Background: an optimization exercise with open tools, aiming at small area, a short achievable clock period and few clock cycles per item. Do not read the settings as production practice. In this exercise RTL edits were held to simulation tests only and were not proved equivalent to the original. Power figures rest on the tool's default switching activity, not on a simulated workload.

<file path="flow/config.mk">
export PLATFORM = sky130hd
export DESIGN_NAME = JAM
export DESIGN_NICKNAME = JAM
export VERILOG_FILES = /design/flow/design.v
export SDC_FILE = /design/flow/constraint.sdc
export NUM_CORES = 4
export LEC_CHECK = 0
export CAP_MARGIN = 20
export CORE_MARGIN = 2
export CORE_UTILIZATION = 70
export SETUP_SLACK_MARGIN = 2.4
export SLEW_MARGIN = 20
</file>
<file path="flow/constraint.sdc">
create_clock -name core_clock -period 5.0 [get_ports {CLK}]
set_input_delay 1.0000 -clock core_clock [delete_from_list [all_inputs] [get_ports {CLK}]]
set_output_delay 1.0000 -clock core_clock [all_outputs]
set_load 0.01 [all_outputs]
</file>
<file path="flow/design.v">
module JAM (
input CLK,
input RST,
output reg [2:0] W,
output reg [2:0] J,
input [6:0] Cost,
output [3:0] MatchCount,
output reg [9:0] MinCost,
output reg Valid );
localparam K_NONE = 3'd0, K_CR = 3'd1, K_INIT = 3'd2, K_H = 3'd3, K_SCAN = 3'd4, K_EXT = 3'd5;
localparam S_CR = 0, S_WCR = 1, S_INIT = 2, S_WROW = 3, S_HB = 4, S_SCAN = 5,
           S_EXT = 6, S_WEXT = 7, S_RY = 8, S_RYW = 9, S_RYW2 = 10, S_DONE = 11;
function [3:0] mul16;
    input [3:0] a, b;
    reg [7:0] t;
    begin
        t = a * b;
        mul16 = t[3:0];
    end
endfunction
function [7:0] lowbit;
    input [7:0] x;
    integer m;
    reg seen;
    begin
        seen = 1'b0;
        for (m = 0; m < 8; m = m + 1) begin
            lowbit[m] = x[m] & ~seen;
            seen = seen | x[m];
        end
    end
endfunction
function [2:0] low3;
    input [7:0] x;
    integer m;
    begin
        low3 = 3'd0;
        for (m = 7; m >= 0; m = m - 1)
            if (x[m]) low3 = m;
    end
endfunction
reg [11:0] st;
reg [2:0] ak;           
reg       afirst, alast;
reg [7:0] off;          
reg [9:0] corr;         
reg       fsc;          
reg [2:0] bk;           
reg       ev;           
reg       accf, dfd;    
reg [7:0] rowasg;       
reg       aug_on;
reg       s1v;
reg [7:0] vo;           
reg [2:0] bi, bj;
reg       bfirst, blast;
reg [8:0] cs;           
reg [7:0] dA, dB;       
reg [7:0] v [0:7];      
reg [7:0] d [0:7];      
reg [2:0] prow [0:7];   
reg [7:0] pval;         
reg [2:0] way [0:7];    
reg [7:0] wset;         
reg [7:0] ready;
reg [7:0] rv; reg rtb; reg [2:0] rj; reg [7:0] rmask; reg [3:0] rcnt;
reg [7:0] mu; reg [2:0] jst; reg jst_m;
reg [2:0] cbj;           
reg       fresh;        
reg [2:0] row_cur, aug_row, aug_j;
reg [7:0] pend;
reg [7:0] Fm;           
reg [3:0] rs [0:7];     
reg [7:0] Gp, Xg, B, cr, cu;
reg       fin, par;
reg [3:0] racc;
assign MatchCount = racc;
wire is_cr = bk == K_CR, is_init = bk == K_INIT, is_scan = bk == K_SCAN, is_ext = bk == K_EXT;
wire       ctb = is_cr ? (rowasg[bi] || (accf && !rtb && rj == bi)) : is_ext ? 1'b0 : pval[bj];
wire       lt = cs < {1'b0, dB};
wire       k1 = {cs, ctb} < {1'b0, rv, rtb};
wire       k2 = {dB, ctb} < {rv, rtb};
wire       take = bfirst || (is_scan && !lt ? k2 : k1);
wire [7:0] cv = is_scan && !lt ? dB : cs[7:0];
wire [7:0] fv = take ? cv : rv;
wire       ftb = take ? ctb : rtb;
wire [2:0] cidx = is_cr ? bi : bj;
wire [2:0] fidx = take ? cidx : rj;
wire [7:0] ohj = 8'd1 << bj;
wire       ceq = cs[7:0] == rv;
wire [7:0] fmask = (bfirst || k1) ? ohj : ceq ? (rmask | ohj) : rmask;
wire [3:0] fcnt = (bfirst || k1) ? 4'd1 : ceq ? rcnt + 4'd1 : rcnt;
wire       decide = ev && st[S_WROW];
wire       dec_free = decide && !jst_m;
wire       dec_exp = decide && jst_m;
wire       start_next = (ev && st[S_WCR]) || dec_free;
wire [7:0] rowasg_f = rowasg | ((accf && !rtb) ? (8'd1 << rj) : 8'd0);
wire       any_todo = ~rowasg_f != 8'd0;
reg  [2:0] next_row;
integer k;
always @* begin
    next_row = 3'd0;
    for (k = 7; k >= 0; k = k - 1)
        if (!rowasg_f[k]) next_row = k;
end
reg  [7:0] vv, dv;
always @* begin
    vv = 8'd0; dv = 8'd0;
    for (k = 0; k < 8; k = k + 1) begin
        vv = vv | (v[k] & {8{vo[k]}});
        dv = dv | (d[k] & {8{vo[k]}});
    end
end
wire [9:0] vx = {{2{vv[7]}}, vv};
wire       rdy = (ready & vo) != 8'd0;
wire [9:0] cnew = rdy ? -{2'b00, mu} : (st[S_WROW] && jst_m) ? {2'b00, mu} : 10'd0;
wire [9:0] ceff = fsc ? {cs[8], cs} : corr;
wire [7:0] pend_n = pend & ~vo;
wire       slast = pend_n == 8'd0;
wire [7:0] pend_0 = ~ready & ~vo;    
wire [2:0] vo_e = {vo[4] | vo[5] | vo[6] | vo[7], vo[2] | vo[3] | vo[6] | vo[7], vo[1] | vo[3] | vo[5] | vo[7]};
wire [7:0] vo_r = {vo[6:0], vo[7]};
wire [7:0] Gc = ~Fm;
wire [7:0] u0c = lowbit(Gc);
wire [7:0] G1 = Gc & ~u0c;
wire [7:0] Bn = (B - Gp) & Gp;
reg  [7:0] tcol;        
always @* begin
    for (k = 0; k < 8; k = k + 1)
        tcol[k] = (d[k] & cr) != 8'd0;
end
wire       cin = (Xg & cr) != 8'd0;    
reg [15:0] pp0, pp1;
reg       pv1, par1;
reg [3:0] ra [0:7];
reg [3:0] rb [0:7];
always @* begin
    for (k = 0; k < 8; k = k + 1) begin
        ra[k] = rs[k];
        rb[k] = rs[k] - {3'b000, cu[k]};
    end
end
always @(posedge CLK) begin
    pp0 <= {mul16(ra[0], ra[1]), mul16(ra[2], ra[3]), mul16(ra[4], ra[5]), mul16(ra[6], ra[7])};
    pp1 <= {mul16(rb[0], rb[1]), mul16(rb[2], rb[3]), mul16(rb[4], rb[5]), mul16(rb[6], rb[7])};
end
wire [3:0] prod0 = mul16(mul16(pp0[15:12], pp0[11:8]), mul16(pp0[7:4], pp0[3:0]));
wire [3:0] prod1 = mul16(mul16(pp1[15:12], pp1[11:8]), mul16(pp1[7:4], pp1[3:0]));
reg  [3:0] q0, q1;
reg        par2, s2v;
always @(posedge CLK) begin
    q0 <= prod0; q1 <= pv1 ? prod1 : 4'd0; par2 <= par1;
end
wire [3:0] tsum = par2 ? q1 - q0 : q0 - q1;
always @(posedge CLK or posedge RST) begin
    if (RST) begin
        st <= 12'd1 << S_CR; W <= 3'd0; J <= 3'd0; ak <= K_CR; afirst <= 1'b1; alast <= 1'b0;
        off <= 8'd0; corr <= 10'd0; bk <= K_NONE; ev <= 1'b0; accf <= 1'b0; dfd <= 1'b0;
        rowasg <= 8'd0; aug_on <= 1'b0; s1v <= 1'b0; s2v <= 1'b0; Valid <= 1'b0; MinCost <= 10'd0; vo <= 8'd1;
    end else begin
        bk <= ak;
        ev <= blast && ((is_cr && bj == 3'd7) || is_init || is_scan || (is_ext && bi == 3'd7));
        if (blast && (is_init || is_scan)) vo <= ftb ? (8'd1 << fidx) : 8'd1;
        accf <= blast && is_cr;
        dfd <= dec_free;
        if (accf || dfd) MinCost <= MinCost + {2'b00, rv};
        if (accf && !rtb) rowasg[rj] <= 1'b1;
        if (dec_free) aug_on <= 1'b1;
        else if (aug_on) aug_on <= wset[aug_j];
        s1v <= st[S_RY];
        s2v <= s1v;
        off <= vv; corr <= cnew;
            if (st[S_CR]) begin
                if (W == 3'd7 && J == 3'd7) begin
                    st <= 12'd1 << S_WCR; ak <= K_NONE;
                end else begin
                    W <= W + 3'd1; if (W == 3'd7) J <= J + 3'd1;
                    ak <= K_CR; afirst <= W == 3'd7; alast <= W == 3'd6;
                end
                off <= 8'd0; corr <= 10'd0;
            end
            if (st[S_INIT]) begin
                J <= vo_e; vo <= vo_r;
                ak <= K_INIT; afirst <= 1'b0; alast <= vo[7];
                if (vo[7]) st <= 12'd1 << S_WROW;
            end
            if (st[S_SCAN]) begin
                J <= vo_e; vo <= slast ? 8'd1 : lowbit(pend_n);
                ak <= K_SCAN; afirst <= ak == K_H; alast <= slast;
                corr <= ceff;
                if (slast) st <= 12'd1 << S_WROW;
            end
            if (st[S_EXT]) begin
                if (W == 3'd7 && J == 3'd7) begin
                    st <= 12'd1 << S_WEXT; ak <= K_NONE;
                end else begin
                    J <= vo_e; vo <= vo_r; if (J == 3'd7) W <= W + 3'd1;
                    ak <= K_EXT; afirst <= J == 3'd7; alast <= J == 3'd6;
                end
            end
            if (st[S_WCR] || st[S_WROW]) begin
                ak <= K_NONE;
                if (dec_exp) begin
                    W <= prow[jst]; J <= jst; ak <= K_H; afirst <= 1'b0; alast <= 1'b0;
                    vo <= lowbit(pend_0); st <= 12'd1 << S_SCAN;
                end
            end
            if (st[S_WEXT]) begin
                ak <= K_NONE;
                if (ev) st <= 12'd1 << S_RY;
            end
            if (st[S_RY]) if (fin) st <= 12'd1 << S_RYW;
            if (st[S_RYW]) st <= 12'd1 << S_RYW2;
            if (st[S_RYW2]) begin Valid <= 1'b1; st <= 12'd1 << S_DONE; end
        if (start_next) begin
            J <= 3'd0; vo <= 8'd2; afirst <= 1'b1; alast <= 1'b0;
            if (any_todo) begin
                rowasg[next_row] <= 1'b1; W <= next_row; ak <= K_INIT; st <= 12'd1 << S_INIT;
            end else begin
                W <= 3'd0; ak <= K_EXT; st <= 12'd1 << S_EXT;
            end
        end
    end
end
always @(posedge CLK) begin
    dA <= dv;
    cs <= {3'b000, Cost} - {{2{off[7]}}, off} - ceff;
    fsc <= st[S_SCAN] && ak == K_H;
    dB <= dA;
    bi <= W; bj <= J; bfirst <= afirst; blast <= alast;
    if (ak == K_INIT || ak == K_EXT || ak == K_H) v[J] <= off + corr[7:0];
    if (is_cr || is_init || is_scan || is_ext) begin
        rv <= fv; rtb <= ftb; rj <= fidx; rmask <= fmask; rcnt <= fcnt;
    end
    if (is_init) d[bj] <= cs[7:0];
    if (is_scan && lt) begin
        d[bj] <= cs[7:0]; way[bj] <= jst; wset[bj] <= 1'b1;
    end
    if (blast && (is_init || is_scan)) begin
        mu <= fv; jst <= fidx; jst_m <= ftb;
    end
    if (blast && is_cr) cbj <= bj;
    if (accf) begin
        v[cbj] <= rv; prow[cbj] <= rj; pval[cbj] <= ~rtb;
    end
    if (blast && is_ext) begin
        d[bi] <= fmask; rs[bi] <= fcnt;
        if (fcnt == 4'd1) Fm <= Fm | fmask;
    end
    if (st[S_CR]) begin
        ready <= 8'd0; Fm <= 8'd0;
    end
    if ((st[S_INIT] || st[S_EXT]) && vo[7]) ready <= 8'd0;
    if (decide) fresh <= 1'b0;
    if (decide && fresh) wset <= 8'd0;
    if (dec_exp) begin
        ready[jst] <= 1'b1;
        pend <= pend_0;
    end
    if (st[S_SCAN]) pend <= pend_n;
    if (start_next) begin
        fresh <= 1'b1;
        if (any_todo) row_cur <= next_row;
    end
    if (dec_free) begin
        pval[jst] <= 1'b1; aug_j <= jst; aug_row <= row_cur;
    end else if (aug_on) begin
        prow[aug_j] <= wset[aug_j] ? prow[way[aug_j]] : aug_row;
        aug_j <= way[aug_j];
    end
    if (st[S_WEXT]) begin
        Gp <= G1; Xg <= G1; B <= lowbit(G1); cr <= lowbit(G1); fin <= G1 == 8'd0;
        for (k = 0; k < 8; k = k + 1) cu[k] <= (d[k] & u0c) != 8'd0;
        pv1 <= u0c != 8'd0; par <= 1'b0; racc <= 4'd0;
    end
    if (st[S_RY]) begin
        par1 <= par;
        if (!fin) begin
            for (k = 0; k < 8; k = k + 1)
                if (tcol[k]) rs[k] <= rs[k] + {cin, cin, cin, 1'b1};
            Xg <= Xg ^ cr; par <= !par;
            B <= Bn; cr <= lowbit(Bn); fin <= Bn == 8'd0;
        end
    end
    if (s2v) racc <= racc + tsum;
end
endmodule
</file>
<file path="flow/run.sh">
#!/bin/bash
# synth_recipe.tcl (not shown) runs the flow's synth.tcl, then flattens the netlist and writes it again
# the make line also repeats each setting of config.mk as NAME=value (left out here)
make -C /OpenROAD-flow-scripts/flow DESIGN_CONFIG=/design/flow/config.mk WORK_HOME=/design/flow/orfs CLKGATE_MAP_FILE= SYNTH_SCRIPT=/design/flow/synth_recipe.tcl finish
</file>
==> run summary, run 1 <==
----------------------------------------------------
[Outcome]
  Outcome ... timing/DRC/antenna clean

[Critical path]
  Dominant delay contributor by cell family on the critical path ... adder cells
  Delay of the slowest cell on the worst path ... 0.69 ns
  Cell with the largest stage delay on the worst path ... sky130_fd_sc_hd__dfxtp_1
  CP bufs+invs ... 0
  Required time of the worst setup path ... ~5.5 ns
  Max FO, Critical Path ... 6
  CP startpoint kind ... flop
  Worst Path Class, Setup ... flop to flop
  Sequence of cells on the critical path ... and2_1 -> ha_1 -> and2_1 -> ha_4 -> ha_4 -> xnor2_1 -> xnor2_1 -> xnor2_2 -> xnor2_2 -> o21ai_1 -> and3b_1
  Signal arrival time at the worst endpoint ... 3.75 ns
  Crit end category ... flop

[Global route]
  Initial antenna violation count ... 7
  Vias in the first global route ... ~23,000
  Total track usage ... 42.3%
  Aggregate global routing overflow ... 0
  Wire length of the first global-routing pass ... roughly 130,000 um
  Largest net degree at the start of global routing ... 34

[Die]
  DIE WIDTH ... approximately 200 um
  Chip height ... about 200 um
  Std-Cell Core Area ... between 30,000 and 40,000 um2
  Boundary pin count ... 30
  Rows ... 73
  DIE AREA ... just over 40,000 um2
  Starting density of the core ... 70.4%

[Route]
  Via density ... 7.07
  DRC viols ... 0
  Routed len/inst ... about 28 um
  DRT Wirelength ... about 97,000 um
  Residual antenna-violating net count after detailed routing ... 0
  Detailed router's first-iteration violation count ... between 3,000 and 4,000
  Number of iterations in the first detailed-routing pass ... 9
  Number of vias after detailed routing ... 24,564

[Run]
  Number of maximum-capacitance constraint violations ... 0

[Timing]
  Time the final worst path needs with I/O delays and setup ... ~3.2 ns
  Final slew viol count ... 0
  Worst-case hold slack ... about 0.34 ns
  Achievable frequency ... between 0.3 and 0.4 GHz
  Slew at the pin with the worst max-slew slack ... roughly 1.2 ns
  Endpoints failing hold ... 0
  Worst slew margin ... around 22%
  Number of setup violations in the final report ... 0
  Setup repair after global routing missed its margin ... yes
  TNS Setup ... 0 ns
  Post-route fraction of the period consumed by the critical path ... 64.8%
  Post-Route Skew ... between 0.02 and 0.025 ns

[CTS]
  Number of sinks driven by the clock tree ... 498
  Bufs on Longest Clock Path ... 3
  CTS clock-pin slew for the worst setup and hold paths ... ~0.070 ns
  Worst-Skew Late Latency ... 0.63 ns
  Maximum level of the CTS H-tree ... 2
  Total CTS buffers ... 51
  TritonCTS clock tree ... built
  Root Buffer ... sky130_fd_sc_hd__clkbuf_16

[Synthesis]
  Cell taking the most area after synthesis ... sky130_fd_sc_hd__edfxtp_1
  Number of synthesis warnings ... 3
  Synthesized flop and latch total ... about 500
  Post-synthesis net count ... ~3,000
  Asr flop ratio synth ... ~15%
  Distinct cells, synth ... 86
  Syn Inst Count ... roughly 2,700
  Avg Cell Area, Syn ... 10.2 um2
  Cell area after synthesis ... around 28,000 um2
  EDFF count, synth ... 285
  Prevailing post-synth register cell ... sky130_fd_sc_hd__edfxtp_1
  Share of the synthesized area in the top cell type ... approximately 31%
  Largest cells by area after synthesis ... sky130_fd_sc_hd__edfxtp_1 31%, sky130_fd_sc_hd__dfxtp_1 10%, sky130_fd_sc_hd__ha_1 8.7%
  Portion of the post-synthesis area used by sequential elements ... 47.4%

[Pwr]
  Peak supply drop ... just over 0.4 mV
  Total power ... ~8.7 mW
  Cell area power density ... around 250 nW/um2
  Lkg Pwr ... about 13 nW

[Cells and area]
  Non-filler instance count after layout ... 3,473
  Layout cells sized above 1 ... between 20% and 30%
  Total number of nets in the final design ... 3,125
  Growth of design area from synthesis to finish ... 22.3%

[Placed design]
  Number of buffers added on ports ... 29
  Cells after DPL ... between 3,000 and 4,000
  Final weighted congestion of routability-driven global placement ... about 1.0
  Final HPWL from detailed placement ... approximately 59,000 um

[Min path]
  Hold Path Class ... flop to flop

----------------------------------------------------
[layout by cell type, fill, tap and decap left out, types with 18 or more instances in the layout]
cell type / instances
sky130_fd_sc_hd__xor2_1: 50
sky130_fd_sc_hd__a22oi_1: 102
sky130_fd_sc_hd__dfxtp_1: 105
sky130_fd_sc_hd__a21o_1: 24
sky130_fd_sc_hd__nor2_1: 219
sky130_fd_sc_hd__buf_4: 180
sky130_fd_sc_hd__dfxtp_2: 24
sky130_fd_sc_hd__and2_1: 38
sky130_fd_sc_hd__o21ai_1: 31
sky130_fd_sc_hd__clkbuf_16: 55
sky130_fd_sc_hd__dfrtp_1: 61
sky130_fd_sc_hd__nor2b_1: 36
sky130_fd_sc_hd__nand2_1: 298
sky130_fd_sc_hd__clkdlybuf4s50_1: 18
sky130_fd_sc_hd__o21ai_4: 19
sky130_fd_sc_hd__and3_1: 18
sky130_fd_sc_hd__inv_2: 19
sky130_fd_sc_hd__a21oi_1: 146
sky130_fd_sc_hd__edfxtp_1: 285
sky130_fd_sc_hd__ha_4: 53
sky130_fd_sc_hd__fa_1: 19
sky130_fd_sc_hd__nor3_1: 32
sky130_fd_sc_hd__nand3_1: 47
sky130_fd_sc_hd__o21ai_0: 117
sky130_fd_sc_hd__mux4_2: 18
sky130_fd_sc_hd__xnor2_1: 96
sky130_fd_sc_hd__mux2i_1: 36
sky130_fd_sc_hd__inv_1: 102
sky130_fd_sc_hd__ha_1: 130
sky130_fd_sc_hd__nand4_1: 27
[worst paths after layout]
| check | startpoint | to | slack, ns | cells after the start |
|---|---|---|---|---|
| setup / recovery | pp1[8] | q1[3] | 1.76 | 11 |
| hold / removal | dA[0] | dB[0] | 0.34 | 0 |
| setup reg to reg | pp1[8] | q1[3] | 1.76 | 11 |
| hold reg to reg | dA[0] | dB[0] | 0.34 | 0 |
| max in group asynchronous | RST | ak[0] | 3.18 | 3 |
| min in group asynchronous | RST | off[3] | 0.88 | 2 |
[report_power, final]
part	total [mW]	switching (mW)	internal, mW
Clock	4.01	1.70	2.31
Sequential	4.34	0.0153	4.33
Combinational	0.306	0.178	0.127
Total	8.66	1.90	6.76
[cell type report]
cell class	count	area, um2
repair buffers	234	2030
clock inverters	25	297
diodes	3	7.51
well taps	525	657
inverters	129	508
flip-flops and latches	498	13300
multi-input cells	1988	15900
repair inverters	1	5.00
fillers	1906	5480
clock buffers	70	1420
[kinds of logic (layout without fill, tap and decap cells)]
| family | after synthesis | count (layout) | synth area share, % |
|---|---|---|---|
| muxes | 80 | 80 | 3.87 |
| xor gates and xnor gates | 169 | 169 | 5.36 |
| and+or+nand+nor | 849 | 854 | 14.2 |
| adders and majority gates | 214 | 214 | 10.1 |
| buffers and inverters | 246 | 459 | 3.43 |
| DFF | 498 | 498 | 47.4 |
| AOI/OAI and AO/OA | 670 | 671 | 15.7 |
| other | 0 | 3 | 0 |
[registers in the layout (all words and copies together), names as in the netlist, 9 cells and up, named ones only]
register,count
MinCost,10
rs,32
pp0,16
corr,9
pp1,16
d,64
prow,24
cs,9
v,64
st,10
way,24
[through the flow]
stage | instance area, um2 | util [%] | setup WS [ns]
2_1_floorplan | 28100 | - | 1.98
3_3_place_gp | 28700 | 72.7 | 1.37
3_5_place_dp | 28700 | 72.7 | 1.36
4_1_cts | 32100 | 81.2 | 2.09
5_1_grt | 34100 | 86.1 | 1.73
6_report | 34100 | 86.1 | 1.76
[what timing repair did]
item                       4_1_cts  5_1_grt
pin swaps                       84      125
hold endpoints to repair         0        0
setup buffers                   92       80
hold buffers                     0        0
resized for setup              205      251
gates cloned                     4        5
setup endpoints to repair      339      316
[metal layers]
metal	wire length, um	global-route usage [%]	vias to the layer above
met4	8760	29.0	4
li1	-	-	10311
met5	22	0	-
met3	10900	9.49	660
met1	32200	49.7	11650
met2	44800	69.6	1939
[Yosys cell counts, types with 7 or more instances]
cell,instances
sky130_fd_sc_hd__nor2_1,232
sky130_fd_sc_hd__o21ai_1,32
sky130_fd_sc_hd__a221o_1,17
sky130_fd_sc_hd__and2_1,49
sky130_fd_sc_hd__buf_1,9
sky130_fd_sc_hd__dfxtp_1,139
sky130_fd_sc_hd__a21o_1,24
sky130_fd_sc_hd__dfrtp_1,70
sky130_fd_sc_hd__o22ai_1,17
sky130_fd_sc_hd__a21oi_1,160
sky130_fd_sc_hd__a22oi_1,110
sky130_fd_sc_hd__o31ai_1,10
sky130_fd_sc_hd__ha_1,193
sky130_fd_sc_hd__nand4_1,27
sky130_fd_sc_hd__nor2b_1,44
sky130_fd_sc_hd__fa_1,20
sky130_fd_sc_hd__nor3b_1,10
sky130_fd_sc_hd__mux2_2,21
sky130_fd_sc_hd__xor2_1,57
sky130_fd_sc_hd__nand2_1,302
sky130_fd_sc_hd__or3_1,9
sky130_fd_sc_hd__edfxtp_1,285
sky130_fd_sc_hd__or2_2,7
sky130_fd_sc_hd__nand2b_1,18
sky130_fd_sc_hd__a22o_1,8
sky130_fd_sc_hd__nor3_1,38
sky130_fd_sc_hd__and3_1,23
sky130_fd_sc_hd__buf_2,7
sky130_fd_sc_hd__o21a_1,12
sky130_fd_sc_hd__inv_1,127
sky130_fd_sc_hd__o21ai_0,150
sky130_fd_sc_hd__a221oi_1,14
sky130_fd_sc_hd__mux2i_1,39
sky130_fd_sc_hd__mux4_2,17
sky130_fd_sc_hd__nand3_1,51
sky130_fd_sc_hd__a211oi_1,10
sky130_fd_sc_hd__o2bb2ai_1,10
sky130_fd_sc_hd__nor4_1,8
sky130_fd_sc_hd__a31oi_1,12
sky130_fd_sc_hd__a41oi_1,18
sky130_fd_sc_hd__xnor2_1,111
sky130_fd_sc_hd__clkbuf_1,98
Testbench counts, summed over its fixed seeds: cycles 5,819, items 24.
==> run 2: changes to the inputs <==
--- a/flow/config.mk
+++ b/flow/config.mk
@@ -8,5 +8,5 @@
 export CAP_MARGIN = 20
 export CORE_MARGIN = 2
 export CORE_UTILIZATION = 70
-export SETUP_SLACK_MARGIN = 2.4
+export SETUP_SLACK_MARGIN = 2.6
 export SLEW_MARGIN = 20
==> run 2 against run 1 <==
Cell count rose by 1.4%. Count of clock-buffer cells in the layout rose by 10. Maximum frequency rose by 3.3%. Combinational power rose by 19%. Largest cell class unchanged. Worst hold slack got worse by 0.0023 ns. Utilization rose by 2.9 points. Routed wire length rose by 4.1%. Via count rose by 3.3%. Non-clock buffer count rose by 47. Register-to-register slack improved by 0.10 ns. Die area did not move. Highest routed layer unchanged. First-iteration DRC count rose by 23%.
==> run summary, run 2 <==
----------------------------------------------------
[Outcome]
  Outcome ... timing/DRC/antenna clean

[Timing]
  Number of setup violations in the final report ... 0
  Setup repair after global routing missed its margin ... yes
  Final slew viol count ... 0
  Post-Route Skew ... roughly 0.025 ns
  Worst slew margin ... 27.2%
  Endpoints failing hold ... 0
  Post-route fraction of the period consumed by the critical path ... between 60% and 70%
  Achievable frequency ... between 0.3 and 0.4 GHz
  Time the final worst path needs with I/O delays and setup ... 3.14 ns
  Slew at the pin with the worst max-slew slack ... 1.08 ns
  TNS Setup ... 0 ns

[Synthesis]
  Syn Inst Count ... 2,726
  Synthesized flop and latch total ... 498
  Cell area after synthesis ... between 20,000 and 30,000 um2
  Post-synthesis net count ... between 2,000 and 3,000
  Prevailing post-synth register cell ... sky130_fd_sc_hd__edfxtp_1
  Largest cells by area after synthesis ... sky130_fd_sc_hd__edfxtp_1 31%, sky130_fd_sc_hd__dfxtp_1 10%, sky130_fd_sc_hd__ha_1 8.7%
  Portion of the post-synthesis area used by sequential elements ... a little under half
  Cell taking the most area after synthesis ... sky130_fd_sc_hd__edfxtp_1
  Asr flop ratio synth ... 14.9%
  EDFF count, synth ... approximately 290
  Avg Cell Area, Syn ... 10.2 um2
  Distinct cells, synth ... 86
  Most numerous cell in the Yosys netlist ... sky130_fd_sc_hd__nand2_1
  Share of the synthesized area in the top cell type ... a little under a third
  Leading cell types by count after synthesis ... 302 x sky130_fd_sc_hd__nand2_1, 285 x sky130_fd_sc_hd__edfxtp_1, 232 x sky130_fd_sc_hd__nor2_1
  Number of synthesis warnings ... 3

[Critical path]
  Crit end category ... flop
  Library cell appearing most often on the critical path ... sky130_fd_sc_hd__buf_6
  Required time of the worst setup path ... about 5.4 ns
  Sequence of cells on the critical path ... clkinvlp_4 -> a2111oi_4 -> nor4_2 -> buf_4 -> buf_6 -> a2111o_1 -> buf_6 -> o21a_4 -> buf_12 -> nand3_4 -> o21ai_2
  Signal arrival time at the worst endpoint ... around 3.5 ns
  Delay of the slowest cell on the worst path ... 0.55 ns
  CP startpoint kind ... flop
  Cell with the largest stage delay on the worst path ... sky130_fd_sc_hd__a2111oi_4
  Worst Path Class, Setup ... flop to flop
  Max FO, Critical Path ... 8

[Global route]
  Aggregate global routing overflow ... 0
  Vias in the first global route ... approximately 24,000
  Wire length of the first global-routing pass ... ~140,000 um
  Total track usage ... ~44%
  Initial antenna violation count ... 0
  Largest net degree at the start of global routing ... 36

[Pwr]
  Cell area power density ... roughly 240 nW/um2
  Lkg Pwr ... between 10 and 15 nW
  Peak supply drop ... between 0.2 and 0.3 mV

[Route]
  Number of iterations in the first detailed-routing pass ... 11
  Number of vias after detailed routing ... between 20,000 and 30,000
  Met2 Routed Length ... around 47,000 um
  Routed len/inst ... approximately 29 um
  Detailed router's first-iteration violation count ... 4,317
  Met3 WL post-DR ... ~12,000 um
  Residual antenna-violating net count after detailed routing ... 0
  M1 wire length ... 32,000 um
  DRT Wirelength ... between 100,000 and 150,000 um
  Via density ... 7.21
  Highest metal layer with signal wires ... met5
  DRC viols ... 0

[Die]
  Rows ... 73
  DIE AREA ... just over 40,000 um2
  Starting density of the core ... 70.4%
  Std-Cell Core Area ... between 30,000 and 40,000 um2
  Chip height ... between 200 and 250 um
  DIE WIDTH ... 203 um
  Boundary pin count ... 30

[Cells and area]
  Growth of design area from synthesis to finish ... 26.4%
  Most common cell after layout, fill and taps aside ... sky130_fd_sc_hd__nand2_1
  Total number of nets in the final design ... 3,174
  Finished layout cell area ... roughly 35,000 um2
  Most frequent cells in the layout ... 292 x sky130_fd_sc_hd__nand2_1, 285 x sky130_fd_sc_hd__edfxtp_1, 213 x sky130_fd_sc_hd__nor2_1
  Largest registers ... d x64, v x64, rs x32
  Layout cells sized above 1 ... between 20 and 30%

[CTS]
  Bufs on Longest Clock Path ... 3
  Maximum level of the CTS H-tree ... 2
  Root Buffer ... sky130_fd_sc_hd__clkbuf_16
  TritonCTS clock tree ... built
  Number of sinks driven by the clock tree ... between 400 and 500
  Hold-fix buffer count after cts ... 0
  Total CTS buffers ... 50
  Worst-Skew Late Latency ... 0.64 ns
  CTS clock-pin slew for the worst setup and hold paths ... around 0.070 ns

[Placed design]
  Number of buffers added on ports ... 29
  Final HPWL from detailed placement ... ~57,000 um
  Final weighted congestion of routability-driven global placement ... 0.991
  Area post-placement ... roughly 29,000 um2

[Run]
  Number of maximum-capacitance constraint violations ... 0

[Min path]
  Hold Path Class ... flop to flop

----------------------------------------------------
run 2: cell counts after synthesis:
Identical to the previous run, type by type.
run 2: metal layers:
metal	vias up	GRT usage, %
li1	10411	-
met1	11862	51.2
met2	2284	73.2
met3	820	8.15
met4	2	30.9
met5	-	0
run 2: where the power goes:
| group | switching [mW] | internal [mW] | total (mW) |
|---|---|---|---|
| logic | 0.209 | 0.155 | 0.364 |
| registers | 0.0204 | 4.32 | 4.34 |
| clock network | 1.70 | 2.17 | 3.87 |
run 2: path summary, 6_finish.rpt:
check | from | to | slack, ns | cells after the start
min in group asynchronous | RST | MinCost[9] | 0.90 | 2
min reg2reg | dA[4] | dB[4] | 0.34 | 0
max | bj[1] | rv[6] | 1.86 | 11
max reg2reg | bj[1] | rv[6] | 1.86 | 11
min | dA[4] | dB[4] | 0.34 | 0
max in group asynchronous | RST | accf | 3.03 | 3
run 2: critical path, delay by kind of cell (launching register included):
family | cells | cell delay (ns)
compound gates | 4 | 1.40
buf+inv | 5 | 0.86
simple gates | 2 | 0.22
flops | 1 | 0.40
run 2: layout make-up:
type	instances	area (um2)
flip-flops and latches	498	13300
repair inverters	1	5.00
inverters	129	520
repair buffers	281	2510
multi-input cells	1991	16500
fillers	1618	4330
clock buffers	80	1580
diodes	1	2.50
clock inverters	14	83.8
well taps	525	657
run 2: cell families after synthesis:
group | after synthesis | synth area share, %
compound gates | 670 | 15.7
xor+xnor | 169 | 5.36
fa+ha+maj | 214 | 10.1
buf+inv | 246 | 3.43
flops | 498 | 47.4
mux | 80 | 3.87
simple gates | 849 | 14.2
run 2: what timing repair did:
item                       4_1_cts  5_1_grt
gates cloned                    11        1
setup endpoints to repair      425      371
resized for setup              429      194
buffers inserted               152       64
pin swaps                      160      125
run 2: through the flow:
step | instances | hold WS [ns] | utilization [%] | setup slack (ns) | power [mW]
4_1_cts | 3453 | 0.336 | 85.4 | 2.14 | 8.43
2_1_floorplan | 2726 | 0.310 | - | 1.99 | 4.55
3_3_place_gp | 3196 | 0.315 | 73.4 | 1.41 | 4.61
6_report | 3520 | 0.342 | 89.1 | 1.86 | 8.57
3_5_place_dp | 3196 | 0.312 | 73.4 | 1.39 | 4.62
5_1_grt | 3519 | 0.333 | 89.1 | 1.83 | 8.69
==> run 3: changes to the inputs <==
--- a/flow/config.mk
+++ b/flow/config.mk
@@ -8,5 +8,5 @@
 export CAP_MARGIN = 20
 export CORE_MARGIN = 2
 export CORE_UTILIZATION = 70
-export SETUP_SLACK_MARGIN = 2.6
+export SETUP_SLACK_MARGIN = 2.1
 export SLEW_MARGIN = 20
==> run 3 against run 2 <==
Worst hold slack better by 0.0086 ns. Routed wire length is 17% lower. Count of clock-buffer cells in the layout is 4 lower. Highest routed layer is now met4. Die area stayed put. First-iteration DRC count is 34% lower. Via count is 10% lower. Largest power group unchanged. Non-clock buffer count is 164 lower. Global-route usage is 3.7 points lower.
==> run summary, run 3 <==
----------------------------------------------------
[Synthesis]
  Most numerous cell in the Yosys netlist ... sky130_fd_sc_hd__nand2_1
  Portion of the post-synthesis area used by sequential elements ... between 40 and 50%
  Number of synthesis warnings ... 3
  EDFF count, synth ... approximately 290
  Cell taking the most area after synthesis ... sky130_fd_sc_hd__edfxtp_1
  Leading cell types by count after synthesis ... 302 x sky130_fd_sc_hd__nand2_1, 285 x sky130_fd_sc_hd__edfxtp_1, 232 x sky130_fd_sc_hd__nor2_1
  Asr flop ratio synth ... 14.9%
  Avg Cell Area, Syn ... around 10 um2
  Cell area after synthesis ... approximately 28,000 um2
  Post-synthesis net count ... a little under 3,000
  Prevailing post-synth register cell ... sky130_fd_sc_hd__edfxtp_1
  Syn Inst Count ... approximately 2,700
  Share of the synthesized area in the top cell type ... a little under a third
  Synthesized flop and latch total ... between 400 and 500
  Distinct cells, synth ... 86
  Largest cells by area after synthesis ... sky130_fd_sc_hd__edfxtp_1 31%, sky130_fd_sc_hd__dfxtp_1 10%, sky130_fd_sc_hd__ha_1 8.7%

[Placed design]
  Final weighted congestion of routability-driven global placement ... roughly 1
  Final HPWL from detailed placement ... 57,800 um
  Number of buffers added on ports ... 29
  Cells after DPL ... roughly 3,200

[CTS]
  Bufs on Longest Clock Path ... 3
  CTS clock-pin slew for the worst setup and hold paths ... about 0.060 ns
  Number of sinks driven by the clock tree ... ~500
  Total CTS buffers ... 52
  Hold-fix buffer count after cts ... 0
  Maximum level of the CTS H-tree ... 2
  Worst-Skew Late Latency ... roughly 0.63 ns
  Root Buffer ... sky130_fd_sc_hd__clkbuf_16
  TritonCTS clock tree ... built

[Route]
  DRT Wirelength ... 83,600 um
  Routed len/inst ... around 25 um
  Number of iterations in the first detailed-routing pass ... 6
  Detailed router's first-iteration violation count ... between 2,000 and 3,000
  Residual antenna-violating net count after detailed routing ... 0
  Via density ... roughly 7
  Number of vias after detailed routing ... 22,767
  DRC viols ... 0

[Die]
  Boundary pin count ... 30
  Rows ... 73
  Chip height ... roughly 200 um
  Std-Cell Core Area ... approximately 40,000 um2
  DIE AREA ... 41,400 um2
  DIE WIDTH ... 203 um
  Starting density of the core ... a little over two thirds

[Global route]
  Aggregate global routing overflow ... 0
  Vias in the first global route ... approximately 22,000
  Total track usage ... approximately 40%
  Wire length of the first global-routing pass ... 127,000 um
  Initial antenna violation count ... 0
  Largest net degree at the start of global routing ... between 40 and 50

[Cells and area]
  Count of antenna diodes in the layout ... 0
  Most frequent cells in the layout ... 301 x sky130_fd_sc_hd__nand2_1, 285 x sky130_fd_sc_hd__edfxtp_1, 226 x sky130_fd_sc_hd__nor2_1
  Growth of design area from synthesis to finish ... 12.9%
  Largest registers ... d x64, v x64, rs x32
  Non-filler instance count after layout ... around 3,300
  Total number of nets in the final design ... approximately 3,000
  Most common cell after layout, fill and taps aside ... sky130_fd_sc_hd__nand2_1
  Layout cells sized above 1 ... around an eighth

[Critical path]
  Max FO, Critical Path ... 2
  Crit end category ... flop
  CP startpoint kind ... flop
  Worst Path Class, Setup ... flop to flop
  Depth of the worst register-to-register path ... 13
  Required time of the worst setup path ... 5.50 ns
  Signal arrival time at the worst endpoint ... ~3.4 ns

[Run]
  Number of maximum-capacitance constraint violations ... 0

[Timing]
  Time the final worst path needs with I/O delays and setup ... ~2.9 ns
  Post-route fraction of the period consumed by the critical path ... 58.3%
  TNS Setup ... 0 ns
  Final slew viol count ... 0
  Achievable frequency ... between 0.3 and 0.4 GHz
  Worst slew margin ... 23.4%
  Number of setup violations in the final report ... 0
  Slew at the pin with the worst max-slew slack ... approximately 1.1 ns
  Endpoints failing hold ... 0
  Post-Route Skew ... ~0.034 ns
  Setup repair after global routing missed its margin ... yes

[Pwr]
  Peak supply drop ... about 0.41 mV
  Cell area power density ... about 270 nW/um2
  Lkg Pwr ... around 12 nW

[Outcome]
  Outcome ... timing/DRC/antenna clean

[Min path]
  Hold-critical path depth ... 0
  Hold Path Class ... flop to flop

----------------------------------------------------
run 3: cell counts after synthesis:
Identical to the previous run, type by type.
run 3: metal layers:
metal	vias to the layer above	wire length, um	global-route usage, %
li1	10025	-	-
met1	10933	30400	50.3
met2	1473	39600	66.4
met3	336	8630	7.91
met4	0	4920	20.3
met5	-	0	0.714
run 3: worst paths after layout:
| check | from | endpoint | slack, ns |
|---|---|---|---|
| worst max-delay path | pp1[4] | q1[3] | 2.09 |
| worst min-delay path | s1v | s2v | 0.35 |
| worst max register to register | pp1[4] | q1[3] | 2.09 |
| worst min register to register | s1v | s2v | 0.35 |
| max in group asynchronous | RST | st[9] | 3.09 |
| min in group asynchronous | RST | corr[1] | 0.79 |
run 3: logic make-up (layout without fill, tap and decap cells):
group,count (synthesis),count (layout),share of synthesized area [%]
flip-flops,498,498,47.4
adder cells (fa/ha/maj),214,214,10.1
AND/OR/NAND/NOR,849,849,14.2
buffers and inverters,246,344,3.43
multiplexers,80,80,3.87
XOR/XNOR,169,169,5.36
AO/OA/AOI/OAI,670,670,15.7
run 3: layout make-up:
type / instances / area (um2)
inverters: 129 / 493
well taps: 525 / 657
clock inverters: 22 / 243
multi-input cells: 1982 / 14300
clock buffers: 76 / 1510
fillers: 2402 / 8090
repair buffers: 117 / 966
flip-flops and latches: 498 / 13200
run 3: where the power goes:
part	switching (mW)	internal (mW)	total (mW)
combinational	0.132	0.0696	0.202
clock	1.68	2.35	4.03
sequential	0.0151	4.33	4.34
run 3: repair_timing:
action                     4_1_cts  5_1_grt
setup endpoints to repair      259      262
gates resized for setup         83       80
pin swaps                       24       24
buffers inserted                27       31
run 3: per-stage QoR:
| step | hold slack (ns) | util (%) | power (mW) | instance area (um2) | worst slack [ns] |
|---|---|---|---|---|---|
| after floorplan | 0.310 | - | 4.54 | 27900 | 1.98 |
| after global placement | 0.333 | 72.3 | 4.59 | 28600 | 1.41 |
| after detailed placement | 0.324 | 72.3 | 4.60 | 28600 | 1.26 |
| after CTS | 0.354 | 78.0 | 8.53 | 30900 | 2.07 |
| after global routing | 0.358 | 79.6 | 8.74 | 31500 | 2.00 |
| final | 0.351 | 79.6 | 8.58 | 31500 | 2.09 |
run 3: critical path: stages, from the launching register on:
cell,delay (ns)
sky130_fd_sc_hd__dfxtp_4,0.35
sky130_fd_sc_hd__and2_4,0.14
sky130_fd_sc_hd__ha_4,0.26
sky130_fd_sc_hd__ha_4,0.20
sky130_fd_sc_hd__ha_4,0.28
sky130_fd_sc_hd__and3_4,0.18
sky130_fd_sc_hd__ha_4,0.20
sky130_fd_sc_hd__ha_4,0.22
sky130_fd_sc_hd__ha_4,0.16
sky130_fd_sc_hd__xor2_2,0.18
sky130_fd_sc_hd__xnor2_2,0.15
sky130_fd_sc_hd__xnor2_1,0.14
sky130_fd_sc_hd__nor3_1,0.14
sky130_fd_sc_hd__and3b_1,0.20
==> run 4: changes to the inputs <==
--- a/flow/config.mk
+++ b/flow/config.mk
@@ -8,5 +8,5 @@
 export CAP_MARGIN = 20
 export CORE_MARGIN = 2
 export CORE_UTILIZATION = 70
-export SETUP_SLACK_MARGIN = 2.1
+export SETUP_SLACK_MARGIN = 2.3
 export SLEW_MARGIN = 20
==> run 4 against run 3 <==
Still clean. Combinational power rose by 24%. First-iteration DRC count rose by 15%. Final area up 4.2%. Global-route usage rose by 0.85 points. Clock power is 3% lower. Sequential share of layout area down 1.6 points. Via count grew 3.8%. Synthesized cell count unchanged. Die area stayed put. Highest routed layer is now met5.
==> run summary, run 4 <==
----------------------------------------------------
[Global route]
  Vias in the first global route ... around 23,000
  Total track usage ... between 40% and 50%
  Aggregate global routing overflow ... 0
  Largest net degree at the start of global routing ... 36
  Initial antenna violation count ... 3
  Wire length of the first global-routing pass ... around 130,000 um

[Cells and area]
  Finished layout cell area ... 32,800 um2
  Largest registers ... d x64, v x64, rs x32
  Most common cell after layout, fill and taps aside ... sky130_fd_sc_hd__nand2_1
  Number of inserted filler cells in the final layout ... 2,141
  Growth of design area from synthesis to finish ... 17.7%
  Most frequent cells in the layout ... 297 x sky130_fd_sc_hd__nand2_1, 285 x sky130_fd_sc_hd__edfxtp_1, 224 x sky130_fd_sc_hd__nor2_1
  Area of combinational cells with multiple inputs ... approximately 15,000 um2
  Total number of nets in the final design ... 3,070
  Final core utilization ... between 80% and 90%
  Layout cells sized above 1 ... 18.4%
  Sequential cell area in the final layout ... 13,300 um2

[Route]
  Number of vias after detailed routing ... between 20,000 and 25,000
  DRC viols ... 0
  Routed len/inst ... about 26 um
  Residual antenna-violating net count after detailed routing ... 0
  Number of iterations in the first detailed-routing pass ... 8
  Detailed router's first-iteration violation count ... about 3,300
  DRT Wirelength ... approximately 90,000 um
  Via density ... just under 7

[Die]
  Std-Cell Core Area ... 39,500 um2
  DIE WIDTH ... roughly 200 um
  DIE AREA ... 41,400 um2
  Rows ... 73
  Starting density of the core ... between 70% and 80%
  Boundary pin count ... 30
  Chip height ... slightly above 200 um

[Critical path]
  Source of the critical timing path ... pp1[4]
  Depth of the worst register-to-register path ... 13
  CP Capture Point ... q1[3]
  Required time of the worst setup path ... 5.50 ns
  Signal arrival time at the worst endpoint ... 3.42 ns
  CP startpoint kind ... flop
  Worst flop-to-flop path startpoint ... pp1[4]
  Crit end category ... flop
  Setup slack of the most critical reg-to-reg path ... 2.08 ns
  Critical R2R Capture ... q1[3]
  Worst Path Class, Setup ... flop to flop
  Max FO, Critical Path ... 2

[Synthesis]
  Largest cells by area after synthesis ... sky130_fd_sc_hd__edfxtp_1 31%, sky130_fd_sc_hd__dfxtp_1 10%, sky130_fd_sc_hd__ha_1 8.7%
  Syn Inst Count ... between 2,000 and 3,000
  Number of synthesis warnings ... 3
  Post-synthesis net count ... 2,948
  Prevailing post-synth register cell ... sky130_fd_sc_hd__edfxtp_1
  Portion of the post-synthesis area used by sequential elements ... 47.4%
  Leading cell types by count after synthesis ... 302 x sky130_fd_sc_hd__nand2_1, 285 x sky130_fd_sc_hd__edfxtp_1, 232 x sky130_fd_sc_hd__nor2_1
  Most numerous cell in the Yosys netlist ... sky130_fd_sc_hd__nand2_1
  Asr flop ratio synth ... around 15%
  Share of the synthesized area in the top cell type ... a little over 30%
  Cell taking the most area after synthesis ... sky130_fd_sc_hd__edfxtp_1
  Avg Cell Area, Syn ... approximately 10 um2
  Distinct cells, synth ... 86
  EDFF count, synth ... 285
  Synthesized flop and latch total ... approximately 500
  Cell area after synthesis ... between 20,000 and 30,000 um2

[Timing]
  Achievable frequency ... between 0.3 and 0.4 GHz
  Worst-case hold slack ... roughly 0.34 ns
  Worst slew margin ... a little under a fifth
  Slew at the pin with the worst max-slew slack ... 1.21 ns
  Setup repair after global routing missed its margin ... yes
  Final slew viol count ... 0
  TNS Setup ... 0 ns
  Number of setup violations in the final report ... 0
  Post-Route Skew ... roughly 0.031 ns
  Post-route fraction of the period consumed by the critical path ... 58.3%
  Endpoints failing hold ... 0
  Time the final worst path needs with I/O delays and setup ... 2.92 ns

[CTS]
  CTS clock-pin slew for the worst setup and hold paths ... 0.07 ns
  Root Buffer ... sky130_fd_sc_hd__clkbuf_16
  Bufs on Longest Clock Path ... 3
  TritonCTS clock tree ... built
  Maximum level of the CTS H-tree ... 2
  Hold-fix buffer count after cts ... 0
  Worst-Skew Late Latency ... approximately 0.63 ns
  Number of sinks driven by the clock tree ... around 500
  Total CTS buffers ... slightly above 50

[Outcome]
  Outcome ... timing/DRC/antenna clean

[Min path]
  Hold Path Class ... flop to flop

[Pwr]
  Lkg Pwr ... about 13 nW
  Cell area power density ... roughly 260 nW/um2
  Peak supply drop ... around 0.37 mV

[Placed design]
  Area post-placement ... roughly 29,000 um2
  Final HPWL from detailed placement ... around 58,000 um
  Final weighted congestion of routability-driven global placement ... between 1 and 1.5
  Number of buffers added on ports ... 29

[Run]
  Number of maximum-capacitance constraint violations ... 0

----------------------------------------------------
## run 4: power breakdown
part | switching [mW] | leakage (nW) | internal, mW
registers | 0.0177 | 4.58 | 4.33
clock network | 1.73 | 0.820 | 2.18
logic | 0.155 | 7.15 | 0.0950
total | 1.90 | 12.6 | 6.60
## run 4: worst max-delay path, cell delays in order (launching register included)
cell and delay [ns]:
sky130_fd_sc_hd__dfxtp_4 0.35, sky130_fd_sc_hd__and2_4 0.16, sky130_fd_sc_hd__ha_4 0.26, sky130_fd_sc_hd__ha_4 0.20, sky130_fd_sc_hd__ha_4 0.27, sky130_fd_sc_hd__and3_4 0.18, sky130_fd_sc_hd__ha_4 0.20, sky130_fd_sc_hd__ha_4 0.24
sky130_fd_sc_hd__ha_4 0.16, sky130_fd_sc_hd__xor2_2 0.14, sky130_fd_sc_hd__xnor2_1 0.19, sky130_fd_sc_hd__xnor2_1 0.17, sky130_fd_sc_hd__o21ai_1 0.10, sky130_fd_sc_hd__and3b_1 0.19
## run 4: layout make-up
| type | count | share of cell area, % |
|---|---|---|
| multi-input cells | 1987 | 46.2 |
| diodes | 2 | 0.0153 |
| flip-flops and latches | 498 | 40.5 |
| well taps | 525 | 2.00 |
| clock inverters | 28 | 0.713 |
| repair buffers | 181 | 4.55 |
| clock buffers | 68 | 4.46 |
| inverters | 129 | 1.54 |
## run 4: stage by stage
| step | total power, mW | setup slack (ns) | instances |
|---|---|---|---|
| 2_1_floorplan | 4.54 | 1.98 | 2726 |
| 3_3_place_gp | 4.60 | 1.39 | 3186 |
| 3_5_place_dp | 4.60 | 1.38 | 3186 |
| 4_1_cts | 8.42 | 2.10 | 3344 |
| 5_1_grt | 8.65 | 2.04 | 3416 |
| 6_report | 8.50 | 2.08 | 3418 |
## run 4: what timing repair did
| item | in CTS | in global routing |
|---|---|---|
| pin swaps | 61 | 98 |
| buffers inserted | 61 | 67 |
| setup endpoints to repair | 313 | 304 |
| gates resized for setup | 164 | 156 |
| cloned | 1 | 5 |
## run 4: routing by layer
layer | GRT usage [%] | up-vias | routed length [um] | part of all wire, %
met2 | 65.8 | 1675 | 41900 | 47
met1 | 51.1 | 11326 | 31400 | 35
met5 | 0 | - | 11 | 0.012
li1 | - | 10185 | - | -
met4 | 25.6 | 2 | 6100 | 6.8
met3 | 8.23 | 435 | 10200 | 11
## run 4: worst min-delay path by stage
stage / slack, ns / endpoint / depth (start not counted) / from
6_report: 0.34 / dB[0] / 0 / dA[0]
4_1_cts: 0.34 / dB[0] / 0 / dA[0]
3_5_place_dp: 0.32 / dB[0] / 0 / dA[0]
2_1_floorplan: 0.31 / dB[0] / 0 / dA[0]
5_1_grt: 0.34 / dB[0] / 0 / dA[0]
3_3_place_gp: 0.32 / dB[0] / 0 / dA[0]
## run 4: cells by family after synthesis
kind of cell               after synthesis  synth area share [%]
adders and majority gates              214                  10.1
xor gates and xnor gates               169                  5.36
muxes                                   80                  3.87
DFF                                    498                  47.4
AOI/OAI and AO/OA                      670                  15.7
buffers and inverters                  246                  3.43
and+or+nand+nor                        849                  14.2
==> run 5: changes to the inputs <==
--- a/flow/config.mk
+++ b/flow/config.mk
@@ -8,5 +8,5 @@
 export CAP_MARGIN = 20
 export CORE_MARGIN = 2
 export CORE_UTILIZATION = 70
-export SETUP_SLACK_MARGIN = 2.3
+export SETUP_SLACK_MARGIN = 2.15
 export SLEW_MARGIN = 20
==> run 5 against run 4 <==
Global-route usage down 0.50 points. Utilization down 3.1 points. Count of clock-buffer cells in the layout down 3. Area after synthesis unchanged. Sequential power about the same. Critical path depth down 1. Largest cell class unchanged. Clock skew down 0.0036 ns. Critical path type unchanged. Final area down 3.7%.
==> run summary, run 5 <==
----------------------------------------------------
[Synthesis]
  Cell area after synthesis ... 27,900 um2
  Most numerous cell in the Yosys netlist ... sky130_fd_sc_hd__nand2_1
  Syn Inst Count ... roughly 2,700
  Avg Cell Area, Syn ... between 10 and 15 um2
  Number of synthesis warnings ... 3
  Asr flop ratio synth ... roughly 15%
  Leading cell types by count after synthesis ... 302 x sky130_fd_sc_hd__nand2_1, 285 x sky130_fd_sc_hd__edfxtp_1, 232 x sky130_fd_sc_hd__nor2_1
  Portion of the post-synthesis area used by sequential elements ... between 40% and 50%
  Prevailing post-synth register cell ... sky130_fd_sc_hd__edfxtp_1
  EDFF count, synth ... between 200 and 300
  Cell taking the most area after synthesis ... sky130_fd_sc_hd__edfxtp_1
  Synthesized flop and latch total ... about 500
  Post-synthesis net count ... about 3,000
  Largest cells by area after synthesis ... sky130_fd_sc_hd__edfxtp_1 31%, sky130_fd_sc_hd__dfxtp_1 10%, sky130_fd_sc_hd__ha_1 8.7%
  Distinct cells, synth ... between 80 and 90
  Share of the synthesized area in the top cell type ... between 30 and 40%

[Pwr]
  Peak supply drop ... between 0.3 and 0.4 mV
  Total power ... around 8.3 mW
  Lkg Pwr ... around 12 nW
  Cell area power density ... 262 nW/um2

[Timing]
  Worst slew margin ... roughly 31%
  Post-Route Skew ... around 0.028 ns
  Number of setup violations in the final report ... 0
  Slew at the pin with the worst max-slew slack ... about 1.0 ns
  Post-route fraction of the period consumed by the critical path ... 58.4%
  Final slew viol count ... 0
  Time the final worst path needs with I/O delays and setup ... 2.92 ns
  TNS Setup ... 0 ns
  Endpoints failing hold ... 0
  Achievable frequency ... approximately 0.34 GHz
  Setup repair after global routing missed its margin ... yes

[Critical path]
  Required time of the worst setup path ... between 5 and 6 ns
  Library cell appearing most often on the critical path ... sky130_fd_sc_hd__ha_4
  Setup slack of the most critical reg-to-reg path ... around 2.1 ns
  Sequence of cells on the critical path ... and2_1 -> ha_4 -> ha_4 -> and3_4 -> ha_4 -> ha_4 -> ha_4 -> xor2_1 -> xnor2_1 -> xnor2_1 -> o21ai_1 -> and3b_1
  Max FO, Critical Path ... 7
  Worst Path Class, Setup ... flop to flop
  Critical R2R Capture ... q1[3]
  Cell with the largest stage delay on the worst path ... sky130_fd_sc_hd__dfxtp_1
  CP startpoint kind ... flop
  Signal arrival time at the worst endpoint ... about 3.4 ns
  Crit end category ... flop
  Worst flop-to-flop path startpoint ... pp1[0]
  Depth of the worst register-to-register path ... 12
  Delay of the slowest cell on the worst path ... approximately 0.48 ns

[Cells and area]
  Finished layout cell area ... between 30,000 and 40,000 um2
  Growth of design area from synthesis to finish ... 13.3%
  Layout cells sized above 1 ... between 10% and 20%
  Largest registers ... d x64, v x64, rs x32
  Most common cell after layout, fill and taps aside ... sky130_fd_sc_hd__nand2_1
  Non-filler instance count after layout ... around 3,400
  Most frequent cells in the layout ... 301 x sky130_fd_sc_hd__nand2_1, 285 x sky130_fd_sc_hd__edfxtp_1, 225 x sky130_fd_sc_hd__nor2_1
  Total number of nets in the final design ... approximately 3,000

[Outcome]
  Outcome ... timing/DRC/antenna clean

[CTS]
  TritonCTS clock tree ... built
  Worst-Skew Late Latency ... about 0.63 ns
  Number of sinks driven by the clock tree ... around 500
  Bufs on Longest Clock Path ... 3
  Maximum level of the CTS H-tree ... 2
  CTS clock-pin slew for the worst setup and hold paths ... approximately 0.06 ns
  Total CTS buffers ... between 50 and 60
  Root Buffer ... sky130_fd_sc_hd__clkbuf_16

[Die]
  Std-Cell Core Area ... around 40,000 um2
  Chip height ... about 200 um
  Starting density of the core ... a little over two thirds
  DIE WIDTH ... between 200 and 250 um
  Rows ... 73
  DIE AREA ... roughly 41,000 um2
  Boundary pin count ... 30

[Global route]
  Largest net degree at the start of global routing ... 36
  Vias in the first global route ... ~22,000
  Wire length of the first global-routing pass ... about 130,000 um
  Aggregate global routing overflow ... 0
  Total track usage ... ~40%
  Initial antenna violation count ... 2

[Min path]
  Hold-critical path depth ... 0
  Start point of the worst hold path ... dA[7]
  Hold Path Class ... flop to flop
  Hold worst-path end ... dB[7]

[Route]
  Routed len/inst ... 25.6 um
  Number of iterations in the first detailed-routing pass ... 7
  DRC viols ... 0
  Via density ... just under 7
  Number of vias after detailed routing ... around 23,000
  DRT Wirelength ... around 86,000 um
  Detailed router's first-iteration violation count ... 2,651
  Residual antenna-violating net count after detailed routing ... 0

[Placed design]
  Final weighted congestion of routability-driven global placement ... ~1.0
  Final HPWL from detailed placement ... around 58,000 um
  Area post-placement ... around 29,000 um2
  Number of buffers added on ports ... 29
  Cells after DPL ... between 3,000 and 4,000

[Run]
  Number of maximum-capacitance constraint violations ... 0

----------------------------------------------------
## run 5: cell count changes in the layout (fill, tap and decap cells not counted), moves of 5 or more
cell,previous run,this run
sky130_fd_sc_hd__inv_2,16,9
sky130_fd_sc_hd__ha_1,142,163
sky130_fd_sc_hd__buf_4,140,90
sky130_fd_sc_hd__inv_1,107,116
sky130_fd_sc_hd__xnor2_2,7,12
sky130_fd_sc_hd__ha_4,42,20
sky130_fd_sc_hd__dfxtp_1,105,112
sky130_fd_sc_hd__buf_6,10,1
sky130_fd_sc_hd__o21ai_2,11,4
sky130_fd_sc_hd__o21ai_0,123,132
## run 5: what timing repair did
item | in CTS | in global routing
buffers inserted | 30 | 36
hold buffers | 0 | 0
endpoints found under the hold margin | 0 | 0
endpoints found under the setup margin | 280 | 288
gates resized for setup | 99 | 105
cloned | 0 | 1
pin swaps | 19 | 39
## run 5: final cells by class
type                            instances  area [um2]
Multi-Input combinational cell       1983       14600
Tap cell                              525         657
Fill cell                            2371        7990
Sequential cell                       498       13300
Clock buffer                           65        1350
Clock inverter                         31         244
Inverter                              129         499
Antenna cell                            1        2.50
Timing Repair Buffer                  121         996
## run 5: worst max path at each step
stage	depth (start not counted)	endpoint	startpoint
floorplan	10	cs[7]	Cost[0]
global placement	8	mu[7]	cs[7]
detailed placement	8	mu[7]	cs[7]
CTS	8	vo[2]	cs[7]
global route	12	q1[3]	pp1[0]
finish	12	q1[3]	pp1[0]
## run 5: kinds of logic (layout without fill, tap and decap cells)
group	count (synthesis)	after routing	synth area share, %
AND/OR/NAND/NOR	849	850	14.2
AO/OA/AOI/OAI	670	670	15.7
flip-flops	498	498	47.4
buffers and inverters	246	346	3.43
adder cells (fa/ha/maj)	214	214	10.1
XOR/XNOR	169	169	5.36
multiplexers	80	80	3.87
other	0	1	0
## run 5: critical path: cells and delay by family (launching register included)
| family | cells | cell delay (ns) |
|---|---|---|
| simple gates | 3 | 0.64 |
| compound gates | 1 | 0.11 |
| flops | 1 | 0.48 |
| xor+xnor | 3 | 0.53 |
| fa+ha+maj | 5 | 1.06 |
## run 5: routing by layer
layer	GRT usage [%]	wire, um	vias up
met2	66.7	40600	1564
li1	-	-	10032
met1	50.7	31000	10890
met3	7.22	8440	383
met4	22.6	5760	2
met5	0	13	-
## run 5: per-stage QoR
step	hold WS (ns)	utilization, %	worst slack, ns
2_1_floorplan	0.310	-	1.98
3_3_place_gp	0.338	72.2	1.24
3_5_place_dp	0.320	72.2	1.17
4_1_cts	0.339	77.9	2.08
5_1_grt	0.353	79.8	1.99
6_report	0.344	79.8	2.08
## run 5: where the power goes
group,total [mW],internal [mW],switching [mW]
clock network,3.73,2.04,1.69
logic,0.207,0.0699,0.137
registers,4.34,4.33,0.0131
==> run 6: changes to the inputs <==
--- a/flow/config.mk
+++ b/flow/config.mk
@@ -8,5 +8,5 @@
 export CAP_MARGIN = 20
 export CORE_MARGIN = 2
 export CORE_UTILIZATION = 70
-export SETUP_SLACK_MARGIN = 2.15
+export SETUP_SLACK_MARGIN = 2.25
 export SLEW_MARGIN = 20
==> run 6 against run 5 <==
Largest cell class unchanged. Clock skew shrank 0.0046 ns. Die area is the same. Sequential cell count is the same. Synthesized cell count is the same.
==> run summary, run 6 <==
----------------------------------------------------
[Synthesis]
  EDFF count, synth ... about 290
  Cell area after synthesis ... approximately 28,000 um2
  Number of synthesis warnings ... 3
  Largest cells by area after synthesis ... sky130_fd_sc_hd__edfxtp_1 31%, sky130_fd_sc_hd__dfxtp_1 10%, sky130_fd_sc_hd__ha_1 8.7%
  Asr flop ratio synth ... 14.9%
  Distinct cells, synth ... 86
  Leading cell types by count after synthesis ... 302 x sky130_fd_sc_hd__nand2_1, 285 x sky130_fd_sc_hd__edfxtp_1, 232 x sky130_fd_sc_hd__nor2_1
  Synthesized flop and latch total ... between 400 and 500
  Portion of the post-synthesis area used by sequential elements ... 47.4%
  Avg Cell Area, Syn ... slightly above 10 um2
  Prevailing post-synth register cell ... sky130_fd_sc_hd__edfxtp_1
  Share of the synthesized area in the top cell type ... 30.7%
  Cell taking the most area after synthesis ... sky130_fd_sc_hd__edfxtp_1
  Post-synthesis net count ... slightly below 3,000
  Syn Inst Count ... between 2,000 and 3,000
  Most numerous cell in the Yosys netlist ... sky130_fd_sc_hd__nand2_1

[Cells and area]
  Layout cells sized above 1 ... around 17%
  Growth of design area from synthesis to finish ... 16.7%
  Largest registers ... d x64, v x64, rs x32
  Most common cell after layout, fill and taps aside ... sky130_fd_sc_hd__nand2_1
  Total number of nets in the final design ... a little over 3,000
  Final core utilization ... around 82%
  Most frequent cells in the layout ... 300 x sky130_fd_sc_hd__nand2_1, 285 x sky130_fd_sc_hd__edfxtp_1, 222 x sky130_fd_sc_hd__nor2_1

[Placed design]
  Final HPWL from detailed placement ... between 50,000 and 60,000 um
  Number of buffers added on ports ... 29
  Final weighted congestion of routability-driven global placement ... 1.01

[Timing]
  Worst slew margin ... between 20% and 30%
  Slew at the pin with the worst max-slew slack ... between 1 and 1.5 ns
  Setup repair after global routing missed its margin ... yes
  TNS Setup ... 0 ns
  Number of setup violations in the final report ... 0
  Final slew viol count ... 0
  Achievable frequency ... between 0.3 and 0.4 GHz
  Worst-case hold slack ... approximately 0.33 ns
  Post-Route Skew ... ~0.023 ns
  Time the final worst path needs with I/O delays and setup ... between 3 and 4 ns
  Endpoints failing hold ... 0
  Post-route fraction of the period consumed by the critical path ... roughly three fifths

[Die]
  DIE WIDTH ... approximately 200 um
  Chip height ... slightly above 200 um
  Boundary pin count ... 30
  Std-Cell Core Area ... a little under 40,000 um2
  Rows ... 73
  Starting density of the core ... between 70% and 80%
  DIE AREA ... between 40,000 and 50,000 um2

[Pwr]
  Peak supply drop ... between 0.4 and 0.5 mV
  Total power ... between 8 and 9 mW
  Lkg Pwr ... 12.5 nW
  Cell area power density ... between 200 and 300 nW/um2

[Route]
  Detailed router's first-iteration violation count ... approximately 3,000
  Via density ... slightly below 7
  Residual antenna-violating net count after detailed routing ... 0
  Number of iterations in the first detailed-routing pass ... 7
  DRC viols ... 0
  Routed len/inst ... roughly 27 um
  DRT Wirelength ... 91,400 um
  Number of vias after detailed routing ... ~24,000

[CTS]
  Number of sinks driven by the clock tree ... between 400 and 500
  Root Buffer ... sky130_fd_sc_hd__clkbuf_16
  Worst-Skew Late Latency ... 0.62 ns
  Bufs on Longest Clock Path ... 3
  CTS clock-pin slew for the worst setup and hold paths ... ~0.070 ns
  Hold-fix buffer count after cts ... 0
  Maximum level of the CTS H-tree ... 2
  TritonCTS clock tree ... built
  Total CTS buffers ... 51

[Min path]
  Start point of the worst hold path ... dA[1]
  Hold Path Class ... flop to flop

[Critical path]
  Signal arrival time at the worst endpoint ... roughly 3.6 ns
  Crit end category ... flop
  Sequence of cells on the critical path ... buf_4 -> and2_4 -> ha_4 -> ha_4 -> ha_4 -> xnor2_1 -> xnor2_1 -> xnor3_1 -> nand3_1 -> xnor2_1 -> nor3_1 -> and3b_1
  Source of the critical timing path ... pp1[12]
  Setup slack of the most critical reg-to-reg path ... 1.91 ns
  CP startpoint kind ... flop
  Worst Path Class, Setup ... flop to flop
  Worst flop-to-flop path startpoint ... pp1[12]
  Dominant delay contributor by cell family on the critical path ... XOR/XNOR gates
  CP bufs+invs ... 1
  Delay of the slowest cell on the worst path ... ~0.60 ns
  Required time of the worst setup path ... 5.50 ns
  Cell with the largest stage delay on the worst path ... sky130_fd_sc_hd__xnor3_1
  Max FO, Critical Path ... 6

[Global route]
  Wire length of the first global-routing pass ... 130,000 um
  Initial antenna violation count ... 2
  Total track usage ... between 40% and 50%
  Vias in the first global route ... roughly 23,000
  Largest net degree at the start of global routing ... 36
  Aggregate global routing overflow ... 0

[Run]
  Number of maximum-capacitance constraint violations ... 0

[Outcome]
  Outcome ... timing/DRC/antenna clean

----------------------------------------------------
[run 6: power breakdown]
group	switching [mW]	internal, mW
clock	1.70	2.35
sequential	0.0135	4.33
combinational	0.140	0.0775
total	1.85	6.76
[run 6: layer usage]
layer  vias up  global-route usage (%)  wire (um)
li1      10159                       -          -
met1     11277                    48.6      31100
met2      1692                    70.7      43600
met3       484                    6.92       9260
met4         2                    26.5       7340
met5         -                       0         13
[run 6: final cells by class]
type                            instances  area (um2)
Timing Repair Buffer                  178        1460
Clock inverter                         26         313
Tap cell                              525         657
Sequential cell                       498       13300
Antenna cell                            1        2.50
Clock buffer                           69        1450
Fill cell                            2195        7050
Multi-Input combinational cell       1986       14800
Inverter                              129         505
[run 6: kinds of logic (layout without fill, tap and decap cells)]
group / count (synthesis) / in the layout / share of synthesized area (%)
fa+ha+maj: 214 / 214 / 10.1
simple gates: 849 / 852 / 14.2
mux: 80 / 80 / 3.87
buf+inv: 246 / 402 / 3.43
xor+xnor: 169 / 169 / 5.36
flops: 498 / 498 / 47.4
compound gates: 670 / 671 / 15.7
other cells: 0 / 1 / 0
[run 6: path summary, 6_finish.rpt]
kind,cells after the start,endpoint
worst max-delay path,12,q1[3]
worst min-delay path,0,dB[1]
worst max register to register,12,q1[3]
worst min register to register,0,dB[1]
max in group asynchronous,3,st[0]
min in group asynchronous,2,MinCost[8]
[run 6: metrics by stage]
stage	setup WS, ns	cell area (um2)	instances
final	1.91	32500	3412
after global routing	1.82	32500	3411
after CTS	2.09	31200	3329
after detailed placement	1.32	28600	3191
after global placement	1.42	28600	3191
after floorplan	1.98	28000	2726
[run 6: timing repair]
item / in CTS / in global routing
gates resized for setup: 116 / 145
buffers inserted: 42 / 78
endpoints found under the setup margin: 312 / 278
cloned: 1 / 4
pin swaps: 38 / 90

separate check: timing with driven ports:
In the flow no input, the clock included, has a driving cell. The finished layouts below were timed again as built, in two steps.
Step 1, drivers: a clkbuf_16 drives CLK and a buf_2 each remaining input, both assumed.
Step 2 also shifts input and output timing later by t, the mid clock arrival at the registers, as if the neighbouring blocks saw the same clock.
Slacks: ideal ports / drivers / drivers and shift; pairs: ideal ports / drivers.
run	t (ns)	slack for setup (ns)	slew at the worst register clock pin (ns)	pins driven straight from the clock port
run 1	0.680	1.759 / 1.759 / 1.682	0.07 / 0.07	1
run 2	0.681	1.863 / 1.863 / 1.638	0.07 / 0.07	1
run 3	0.670	2.085 / 2.085 / 1.547	0.07 / 0.07	1
run 4	0.669	2.083 / 2.083 / 1.516	0.07 / 0.07	1
run 5	0.671	2.081 / 2.081 / 1.592	0.07 / 0.07	1
run 6	0.669	1.906 / 1.906 / 1.591	0.08 / 0.08	1
After both steps setup and hold are still met in every run listed. For run 4, which loses most, drivers alone change the setup slack by 0.000 ns; drivers and shift together by -0.567 ns.
